This is an optimization exercise on Yosys and OpenROAD, whose aim is small area, not a production implementation. The RTL was checked by simulation tests, not by an equivalence proof against the original design.

==> design/flow/design.v <==
`timescale 1ns / 1ps
module Modu_fa(a, b, c, s, co);
	input a, b, c;
	output s, co;
	assign s = a ^ b ^ c;
	assign co = (a & b) | (c & (a ^ b));
endmodule
module Modu_ha(a, b, s, co);
	input a, b;
	output s, co;
	assign s = a ^ b;
	assign co = a & b;
endmodule
module Modu_top(a, b, c, s);
	input a, b, c;
	output s;
	assign s = (a & b) | (~c & (a | b));
endmodule
module Modu_add(a, b, s);
	parameter W = 8;
	parameter CI = 0;
	input [W-2:0] a;
	input [W-2:0] b;
	output [W-1:0] s;
	wire [W-1:0] c;
	genvar i;
	generate
		if (CI == 0) begin : g_lo0
			Modu_ha h0(.a(a[0]), .b(b[0]), .s(s[0]), .co(c[1]));
		end else begin : g_lo1
			Modu_fa h0(.a(a[0]), .b(b[0]), .c(1'b1), .s(s[0]), .co(c[1]));
		end
		for (i = 1; i < W-1; i = i + 1) begin : g_bit
			Modu_fa f(.a(a[i]), .b(b[i]), .c(c[i]), .s(s[i]), .co(c[i+1]));
		end
	endgenerate
	Modu_top t(.a(a[W-2]), .b(b[W-2]), .c(c[W-1]), .s(s[W-1]));
endmodule
`timescale 1ns / 1ps
module Modu_BPU(
	clk,Iter,blockIndex,Parallel_degree,Init_Flag_BPU_M,Init_Flag_BPU_L,initBeta,Alpha_In_BPU,
	data_In_BPU,
	q_up,
	betaValueOut_next,Le_sys,Le_par,D
	);
	input clk;
	input [3:0] Iter;
	input [2:0] blockIndex;
	input [3:0] Parallel_degree;
	input Init_Flag_BPU_M;
	input Init_Flag_BPU_L;
	input [79:0] initBeta;
	input [79:0] Alpha_In_BPU;
	input [21:0] data_In_BPU;
	input [3:0] q_up;
	output [79:0] betaValueOut_next;
	output [7:0] Le_sys;
	output [7:0] Le_par;
	output D;
	function [13:0] add14;
		input [13:0] a;
		input [13:0] b;
		input ci;
		integer i;
		reg c;
		begin
			c = ci;
			for (i = 0; i < 14; i = i + 1) begin
				add14[i] = a[i] ^ b[i] ^ c;
				c = (a[i] & b[i]) | (c & (a[i] ^ b[i]));
			end
		end
	endfunction
	function [13:0] sx10;
		input [9:0] v;
		begin
			sx10 = {{4{v[9]}}, v};
		end
	endfunction
	function [13:0] sx11;
		input [10:0] v;
		begin
			sx11 = {{3{v[10]}}, v};
		end
	endfunction
	function [13:0] sx12;
		input [11:0] v;
		begin
			sx12 = {{2{v[11]}}, v};
		end
	endfunction
	function carry13;
		input [12:0] a;
		input [12:0] b;
		input integer n;
		integer i;
		reg c;
		begin
			c = 1'b1;
			for (i = 0; i < 13; i = i + 1)
				if (i < n)
					c = (a[i] & ~b[i]) | (c & (a[i] | ~b[i]));
			carry13 = c;
		end
	endfunction
	function [10:0] emax;
		input [10:0] a;
		input [10:0] b;
		begin
			emax = (a[10] ^ ~b[10] ^ carry13({2'b00, a}, {2'b00, b}, 11)) ? b : a;
		end
	endfunction
	function [11:0] qmax;
		input [11:0] a;
		input [11:0] b;
		begin
			qmax = (a[11] ^ ~b[11] ^ carry13({2'b00, a}, {2'b00, b}, 11)) ? b : a;
		end
	endfunction
	function [11:0] qmaxf;
		input [11:0] a;
		input [11:0] b;
		reg [11:0] d;
		begin
			d = a - b;
			qmaxf = d[11] ? b : a;
		end
	endfunction
	function [9:0] sat10;
		input [11:0] v;
		begin
			if (v[11:9] == 3'b000 || v[11:9] == 3'b111)
				sat10 = v[9:0];
			else
				sat10 = v[11] ? 10'h200 : 10'h1ff;
		end
	endfunction
	function [7:0] scale_sat;
		input [12:0] x;
		reg [13:0] mag, t1, t2;
		reg [7:0] t;
		reg big, sat_p, sat_n;
		begin
			mag = x[12] ? add14(~{x[12], x}, 14'd0, 1'b1) : {x[12], x};
			big = |mag[13:9];
			t1 = add14({7'd0, mag[8:2]}, {8'd0, mag[8:3]}, 1'b0);
			t2 = add14(t1, ~{11'd0, mag[8:6]}, 1'b1);
			t = t2[7:0];
			sat_p = big | t[7];
			sat_n = big | (t[7] & (|t[6:0]));
			if (x[12])
				scale_sat = sat_n ? 8'h80 : (~t + 8'd1);
			else
				scale_sat = sat_p ? 8'h7f : t;
		end
	endfunction
	reg [8:0] sa_r;    
	reg [6:0] par_r;   
	wire [8:0] sa_in;
	Modu_add #(.W(9), .CI(0)) u_sa(.a({data_In_BPU[6], data_In_BPU[6:0]}), .b(data_In_BPU[21:14]), .s(sa_in));
	always @(posedge clk) begin
		sa_r  <= sa_in;
		par_r <= data_In_BPU[13:7];
	end
	wire [9:0] g0, g1;    
	Modu_add #(.W(10), .CI(0)) u_g0(.a(sa_r), .b({{2{par_r[6]}}, par_r}), .s(g0));
	Modu_add #(.W(10), .CI(1)) u_g1(.a(sa_r), .b(~{{2{par_r[6]}}, par_r}), .s(g1));
	wire [13:0] n0f = add14(~sx10(g0), 14'd0, 1'b1);
	wire [9:0] n0 = n0f[9:0];    
	reg [79:0] Breg;
	wire [9:0] B1 = Breg[19:10];
	wire [87:0] Cf;
	assign Cf[21:11] = 11'd0;
	genvar gi;
	generate
		for (gi = 0; gi < 8; gi = gi + 1) begin : g_c
			if (gi != 1) begin : g_sub
				Modu_add #(.W(11), .CI(1)) u_c(.a(Breg[gi*10 +: 10]), .b(~B1), .s(Cf[gi*11 +: 11]));
			end
		end
	endgenerate
	function [9:0] bsel;
		input [11:0] t1;
		input [11:0] t2;
		begin
			bsel = sat10((t1[11] ^ ~t2[11] ^ carry13({1'b0, t1}, {1'b0, t2}, 12)) ? t2 : t1);
		end
	endfunction
	wire [95:0] t1, t2;
	wire [11:0] gx0 = {{2{g0[9]}}, g0};
	wire [11:0] gx1 = {{2{g1[9]}}, g1};
	wire [10:0] gy0 = {g0[9], g0};
	wire [10:0] gy1 = {g1[9], g1};
	Modu_add #(.W(12), .CI(0)) u_t1_0(.a(Cf[10:0]), .b(gy0), .s(t1[11:0]));
	assign t2[11:0] = {{2{n0[9]}}, n0};
	Modu_add #(.W(12), .CI(1)) u_t1_4(.a(Cf[10:0]), .b(~gy0), .s(t1[59:48]));
	assign t2[59:48] = gx0;
	Modu_add #(.W(12), .CI(0)) u_t1_1(.a(Cf[32:22]), .b(gy1), .s(t1[23:12]));
	Modu_add #(.W(12), .CI(1)) u_t2_1(.a(Cf[43:33]), .b(~gy1), .s(t2[23:12]));
	Modu_add #(.W(12), .CI(1)) u_t1_5(.a(Cf[32:22]), .b(~gy1), .s(t1[71:60]));
	Modu_add #(.W(12), .CI(0)) u_t2_5(.a(Cf[43:33]), .b(gy1), .s(t2[71:60]));
	Modu_add #(.W(12), .CI(1)) u_t1_2(.a(Cf[54:44]), .b(~gy1), .s(t1[35:24]));
	Modu_add #(.W(12), .CI(0)) u_t2_2(.a(Cf[65:55]), .b(gy1), .s(t2[35:24]));
	Modu_add #(.W(12), .CI(0)) u_t1_6(.a(Cf[54:44]), .b(gy1), .s(t1[83:72]));
	Modu_add #(.W(12), .CI(1)) u_t2_6(.a(Cf[65:55]), .b(~gy1), .s(t2[83:72]));
	Modu_add #(.W(12), .CI(1)) u_t1_3(.a(Cf[76:66]), .b(~gy0), .s(t1[47:36]));
	Modu_add #(.W(12), .CI(0)) u_t2_3(.a(Cf[87:77]), .b(gy0), .s(t2[47:36]));
	Modu_add #(.W(12), .CI(0)) u_t1_7(.a(Cf[76:66]), .b(gy0), .s(t1[95:84]));
	Modu_add #(.W(12), .CI(1)) u_t2_7(.a(Cf[87:77]), .b(~gy0), .s(t2[95:84]));
	generate
		for (gi = 0; gi < 8; gi = gi + 1) begin : g_bn
			assign betaValueOut_next[gi*10 +: 10] = bsel(t1[gi*12 +: 12], t2[gi*12 +: 12]);
		end
	endgenerate
	wire init_any = Init_Flag_BPU_L == 1 || Init_Flag_BPU_M == 1;
	wire init_zero = (Iter==0 && Init_Flag_BPU_L==1'b0 && Init_Flag_BPU_M==1'b1)
		|| (q_up == 1 && blockIndex<Parallel_degree-1 && Iter==0 && Init_Flag_BPU_L==1'b1 && Init_Flag_BPU_M==1'b0);
	always @(posedge clk) begin
		if (init_any)
			Breg <= init_zero ? 80'd0 : initBeta;
		else
			Breg <= betaValueOut_next;
	end
	wire [175:0] Sf;
	generate
		for (gi = 0; gi < 16; gi = gi + 1) begin : g_s
			localparam [63:0] AI = 64'h7362_1504_3726_5140;
			localparam [63:0] BJ = 64'h7654_3210_7654_3210;
			localparam integer I = (AI >> (gi*4)) & 15;
			localparam integer J = (BJ >> (gi*4)) & 15;
			Modu_add #(.W(11), .CI(0)) u_ab(.a(Alpha_In_BPU[I*10 +: 10]),
				.b(Breg[J*10 +: 10]), .s(Sf[gi*11 +: 11]));
		end
	endgenerate
	reg [10:0] M1, M2, M3, M4, M5, M6, M7, M8;
	reg [8:0] sa_1;
	reg [6:0] par_1;
	always @(posedge clk) begin
		M1 <= emax(Sf[10:0], Sf[21:11]);
		M2 <= emax(Sf[32:22], Sf[43:33]);
		M3 <= emax(Sf[54:44], Sf[65:55]);
		M4 <= emax(Sf[76:66], Sf[87:77]);
		M5 <= emax(Sf[98:88], Sf[109:99]);
		M6 <= emax(Sf[120:110], Sf[131:121]);
		M7 <= emax(Sf[142:132], Sf[153:143]);
		M8 <= emax(Sf[164:154], Sf[175:165]);
		sa_1 <= sa_r;
		par_1 <= par_r;
	end
	wire [10:0] py = {{4{par_1[6]}}, par_1};
	wire [10:0] sy = {{2{sa_1[8]}}, sa_1};
	wire [87:0] Mv = {M8, M7, M6, M5, M4, M3, M2, M1};
	wire [95:0] Mp;   
	wire [95:0] Ms;   
	generate
		for (gi = 1; gi <= 8; gi = gi + 1) begin : g_mo
			localparam PP = (gi == 1 || gi == 4 || gi == 6 || gi == 7);
			localparam SP = (gi <= 4);
			if (PP) begin : g_pp
				Modu_add #(.W(12), .CI(0)) u_p(.a(Mv[(gi-1)*11 +: 11]), .b(py), .s(Mp[(gi-1)*12 +: 12]));
			end else begin : g_pm
				Modu_add #(.W(12), .CI(1)) u_p(.a(Mv[(gi-1)*11 +: 11]), .b(~py), .s(Mp[(gi-1)*12 +: 12]));
			end
			if (SP) begin : g_sp
				Modu_add #(.W(12), .CI(0)) u_s(.a(Mv[(gi-1)*11 +: 11]), .b(sy), .s(Ms[(gi-1)*12 +: 12]));
			end else begin : g_sm
				Modu_add #(.W(12), .CI(1)) u_s(.a(Mv[(gi-1)*11 +: 11]), .b(~sy), .s(Ms[(gi-1)*12 +: 12]));
			end
		end
	endgenerate
	reg [11:0] Fs1, Fs2, Fp1, Fp2;
	reg [8:0] sa_2;
	always @(posedge clk) begin
		Fs1 <= qmaxf(qmax(Mp[11:0], Mp[23:12]), qmax(Mp[35:24], Mp[47:36]));
		Fs2 <= qmaxf(qmax(Mp[59:48], Mp[71:60]), qmax(Mp[83:72], Mp[95:84]));
		Fp1 <= qmaxf(qmax(Ms[11:0], Ms[71:60]), qmax(Ms[83:72], Ms[47:36]));
		Fp2 <= qmaxf(qmax(Ms[59:48], Ms[23:12]), qmax(Ms[35:24], Ms[95:84]));
		sa_2 <= sa_1;
	end
	wire [12:0] les_t, lep_t;
	Modu_add #(.W(13), .CI(1)) u_les(.a(Fs1), .b(~Fs2), .s(les_t));
	Modu_add #(.W(13), .CI(1)) u_lep(.a(Fp1), .b(~Fp2), .s(lep_t));
	wire [13:0] d_t = add14({les_t[12], les_t}, {{4{sa_2[8]}}, sa_2, 1'b0}, 1'b0);
	reg [12:0] les_r, lep_r;
	reg [1:0] d_pipe;
	always @(posedge clk) begin
		les_r <= les_t;
		lep_r <= lep_t;
		d_pipe <= {d_pipe[0], d_t[13]};
	end
	assign D = d_pipe[1];
	reg [31:0] les_pipe, lep_pipe;
	always @(posedge clk) begin
		les_pipe <= {les_pipe[23:0], scale_sat(les_r)};
		lep_pipe <= {lep_pipe[23:0], scale_sat(lep_r)};
	end
	assign Le_sys = les_pipe[31:24];
	assign Le_par = lep_pipe[31:24];
endmodule
==> design/flow/flow/run.sh <==
#!/bin/bash
# The standard layout, with the port buffers taken from the smallest
# buffer cell instead of the one buffer_ports picks by default.
set -e
export BUFFER_PORTS_ARGS="-buffer_cell sky130_fd_sc_hd__buf_1"
bash standard.sh > standard.log 2>&1
==> design/flow/standard.sh <==
#!/bin/bash
# synth_recipe.tcl (not shown) runs the flow's synth.tcl, then flattens the netlist and writes it again
# the make line also repeats each setting of config.mk as NAME=value (left out here)
make -C /OpenROAD-flow-scripts/flow DESIGN_CONFIG=/design/flow/config.mk WORK_HOME=/design/flow/orfs CLKGATE_MAP_FILE= SYNTH_SCRIPT=/design/flow/synth_recipe.tcl "${@:-finish}"
==> design/flow/config.mk <==
export PLATFORM = sky130hd
export DESIGN_NAME = Modu_BPU
export DESIGN_NICKNAME = Modu_BPU
export VERILOG_FILES = /design/flow/design.v
export SDC_FILE = /design/flow/constraint.sdc
export NUM_CORES = 4
export LEC_CHECK = 0
export ABC_AREA = 1
export CAP_MARGIN = 20
export CORE_MARGIN = 2
export CORE_UTILIZATION = 60
export PLACE_DENSITY = 0.75
export SETUP_SLACK_MARGIN = 0.15
export SLEW_MARGIN = 20
export SYNTH_HIERARCHICAL = 1
export SYNTH_MINIMUM_KEEP_SIZE = 0
==> design/flow/constraint.sdc <==
create_clock -name core_clock -period 10.0 [get_ports {clk}]
set_input_delay 2.0000 -clock core_clock [delete_from_list [all_inputs] [get_ports {clk}]]
set_output_delay 2.0000 -clock core_clock [all_outputs]
set_load 0.01 [all_outputs]
==> flow_metrics.env <==
export IMPL_min_from="d_pipe[0]$_DFF_P_"
export IMPL_core_um2=57700
export IMPL_grt_util_met2_pct=58.7
export IMPL_via_count=29819
export IMPL_cts_max_path_buffers=3
export IMPL_clock_sinks=349
export IMPL_use_met3_pct=6.35
export IMPL_cts_root_buf="clkbuf_16"
export IMPL_r2r_cells=25
export IMPL_grt_met1_usage_pct=45.5
export IMPL_worst_pin_slew_ps=971
export IMPL_clock_latency_ps=570
export IMPL_post_route_period_util_pct=97.0
export IMPL_wl_mm=110
export IMPL_rows=88
export IMPL_syn_num_nets=5215
export IMPL_hold_viol=0
export IMPL_rsz0062_at_grt="yes"
export IMPL_worstPathArrival_ps=7700
export IMPL_dr_pass1_iters=6
export IMPL_die_y_um=246
export IMPL_startpoint_type="flip-flop"
export IMPL_layout_common_cells="nand2_1 (1193), inv_1 (621), fa_1 (495)"
export IMPL_io_buffers=296
export IMPL_busiest_layer="met2"
export IMPL_htree_num_levels=2
export IMPL_track_usage_pct=36.3
export IMPL_outcome="finished clean"
export IMPL_fin_setup_tns_ps=0
export IMPL_yosysTopAreaCellShare_pct=33.8
export IMPL_cts_reportedPaths_clkPinSlew_ps=60
export IMPL_syn_inst=4245
export IMPL_finalWeightedCongestion=1.02
export IMPL_drive_above_1_share_pct=10.2
export IMPL_dieArea_um2=60300
export IMPL_num_io_pins=297
export IMPL_min_path_type="reg -> reg"
export IMPL_cp_max_fo=9
export IMPL_worstPathRequired_ps=8000
export IMPL_endpoint_kind="primary output"
export IMPL_cp_startpoint="Breg[10]$_DFF_P_"
export IMPL_max_slew_margin_rel_pct=35.2
export IMPL_synth_top_family_by_area="adder cells"
export IMPL_ys_flop_type="dfxtp_1"
export IMPL_whs_path_depth=0
export IMPL_setup_violations=0
export IMPL_cts_hold_buf=0
export IMPL_async_flop_share_pct=0
export IMPL_via_per_inst=5.56
export IMPL_grt_pass1_wl_mm=163
export IMPL_min_period_ps=9700
export IMPL_yosys_top_cells_area="fa_1 (34%), dfxtp_1 (20%), nand2_1 (13%)"
export IMPL_grt_max_degree=82
export IMPL_synthXorXnorAreaFrac_pct=0.600
export IMPL_synth_seq_cells=349
export IMPL_drcViolationCount=0
export IMPL_fin_nets=5537
export IMPL_layout_commonest_cell="nand2_1"
export IMPL_synth_warnings=7
export IMPL_cts_tree="built"
export IMPL_start_util_pct=60.7
export IMPL_die_x_um=246
export IMPL_ant_nets=0
export IMPL_synth_mux_area_share_pct=0
export IMPL_dpl_hpwl_mm=93.9
export IMPL_synthAdderAreaFrac_pct=40.2
export IMPL_dr_first_iter_drc_count=2372
export IMPL_synthesis_area_um2=35000
export IMPL_yosysTopAreaCell="fa_1"
export IMPL_fillerInstances=4922
export IMPL_synthDistinctLibCells=50
export IMPL_rr_startpoint="sa_1[0]$_DFF_P_"
export IMPL_synth_edf_count=0
export IMPL_synth_avg_cell_area_um2=8.25
export IMPL_hold_slack_ps=325
export IMPL_cts_made_buffers=40
export IMPL_grt_pass1_vias=28252
export IMPL_wl_per_cell_um=20.5
export IMPL_max_freq_ghz=0.103
export IMPL_synth_simple_gate_area_share_pct=22.6
export IMPL_drv_slew=0
export IMPL_drv_cap=0
export IMPL_synth_compound_area_share_pct=8.07
export IMPL_antenna_found_initial=9
export IMPL_overflow=0
export IMPL_seq_area_frac_synth_pct=19.9
export IMPL_area_growth_pct=12.2
export IMPL_critPathKind="reg -> out"
export IMPL_fin_skew_ps=25.8
-- through the flow --
step	cell area [µm²]	utilization [%]	instances	worst slack, ps
finish	39300	68.2	5366	297
global route	39300	68.2	5365	91.3
CTS	38500	66.7	5320	150
detailed placement	36700	63.6	5229	204
global placement	36700	63.6	5229	312
floorplan	35000	-	4245	498
-- flip-flops by register name, indices dropped and copies added, names as in the netlist, 12 cells and up --
name / cells
Fp2: 12
lep_r: 13
Fs1: 12
Breg: 80
les_pipe: 32
Fp1: 12
Fs2: 12
lep_pipe: 32
les_r: 13
-- Yosys cell counts (2+ instances only) --
cell type and n:
nand2_1 1221, inv_1 632, fa_1 591, nand3_1 408, dfxtp_1 349, o21ai_0 222, ha_1 179, a21oi_1 98
nor2_1 96, nand2_2 68, o22ai_1 60, clkbuf_1 45, conb_1 25, a22o_1 23, buf_4 23, o211ai_1 22
or2_2 19, xor2_1 19, buf_2 14, nand3b_1 13, o21ai_1 12, o221ai_1 11, inv_2 10, or2_0 9
buf_6 8, o21bai_4 7, nand3_2 6, nand4_1 6, nor3_1 6, nand2_4 5, xnor2_1 5, o21bai_1 4
a2111oi_2 3, o21a_1 3, or2_1 3, a22oi_1 2, a31oi_1 2, clkinv_1 2, nor3b_1 2, o41ai_1 2
-- final timing paths --
kind | to | slack [ps]
worst min register to register | d_pipe[1]$_DFF_P_ | 320
worst max-delay path | betaValueOut_next[3] | 300
worst min-delay path | d_pipe[1]$_DFF_P_ | 320
worst max register to register | Fp2[10]$_DFF_P_ | 1280
-- routing by layer --
layer  part of all wire (%)  wire length, µm
met5                  0.081               89
met4                    7.4             8120
met3                    7.7             8460
met2                     46            51000
met1                     39            42600
-- modules after synthesis, one instance, submodules excluded, a selection --
module | times used | flops+latches
Modu_BPU | 1 | 349
Modu_fa | 577 | 0
Modu_ha | 33 | 0
Modu_top | 58 | 0
-- cell type report --
class,count,area [µm²],share of cell area (%)
Antenna cell,3,7.51,0.0191
Multi-Input combinational cell,3173,25900,65.9
Clock buffer,49,1110,2.82
Timing Repair Buffer,359,1680,4.26
Tap cell,765,957,2.43
Clock inverter,24,251,0.640
Inverter,644,2430,6.19
Sequential cell,349,6990,17.8
-- kinds of logic after synthesis --
logic type	Yosys count
xor+xnor	24
fa+ha+maj	770
simple gates	1866
flops	349
compound gates	477
buf+inv	734
other cells	25
-- critical path, stage by stage (launching register included) --
cell        delay, ps
dfxtp_4           370
clkinvlp_4        100
buf_4             160
fa_2              350
fa_2              500
fa_2              410
fa_1              390
fa_2              360
fa_1              390
fa_1              390
fa_1              390
fa_1              390
fa_1              380
fa_1              390
fa_1              390
a21oi_2           200
inv_2              70
ha_1              190
or2_0             220
inv_1              60
nand2_1            80
nand3_2           160
nand2_2           150
o21ai_0           320
nand2_1           110
nand2_2            80
clkbuf_2          130
-- timing repair --
item	in CTS	in global routing
resized for setup	80	176
cloned	3	8
pin swaps	18	53
buffers inserted	15	35
setup endpoints to repair	72	73

-- separate check: timing with driven ports --
In the flow no input, the clock included, has a driving cell. The finished layout below was timed again as built, in two steps.
Step 1 (the two cells are an assumption about what drives the block):
set clk [get_ports {clk}]
set_driving_cell -lib_cell sky130_fd_sc_hd__clkbuf_16 $clk
set_driving_cell -lib_cell sky130_fd_sc_hd__buf_2 [delete_from_list [all_inputs] $clk]
Step 2 times the ports against the registers' clock, not the clock port: input delays grow and output delays shrink by t, the midpoint of the rising clock arrivals with the driver on.
a / b / c = ideal / step 1 / step 2; a / b = the first two.
t (ns): 0.629
setup slack, ns: 0.297 / 0.229 / 0.858
clock arrival spread, ns: 0.029 / 0.029
pins driven straight from the clock port: 1
After both steps setup and hold are still met in this run. The setup slack of this run moves by -0.068 ns with the drivers and by +0.561 ns with both steps.
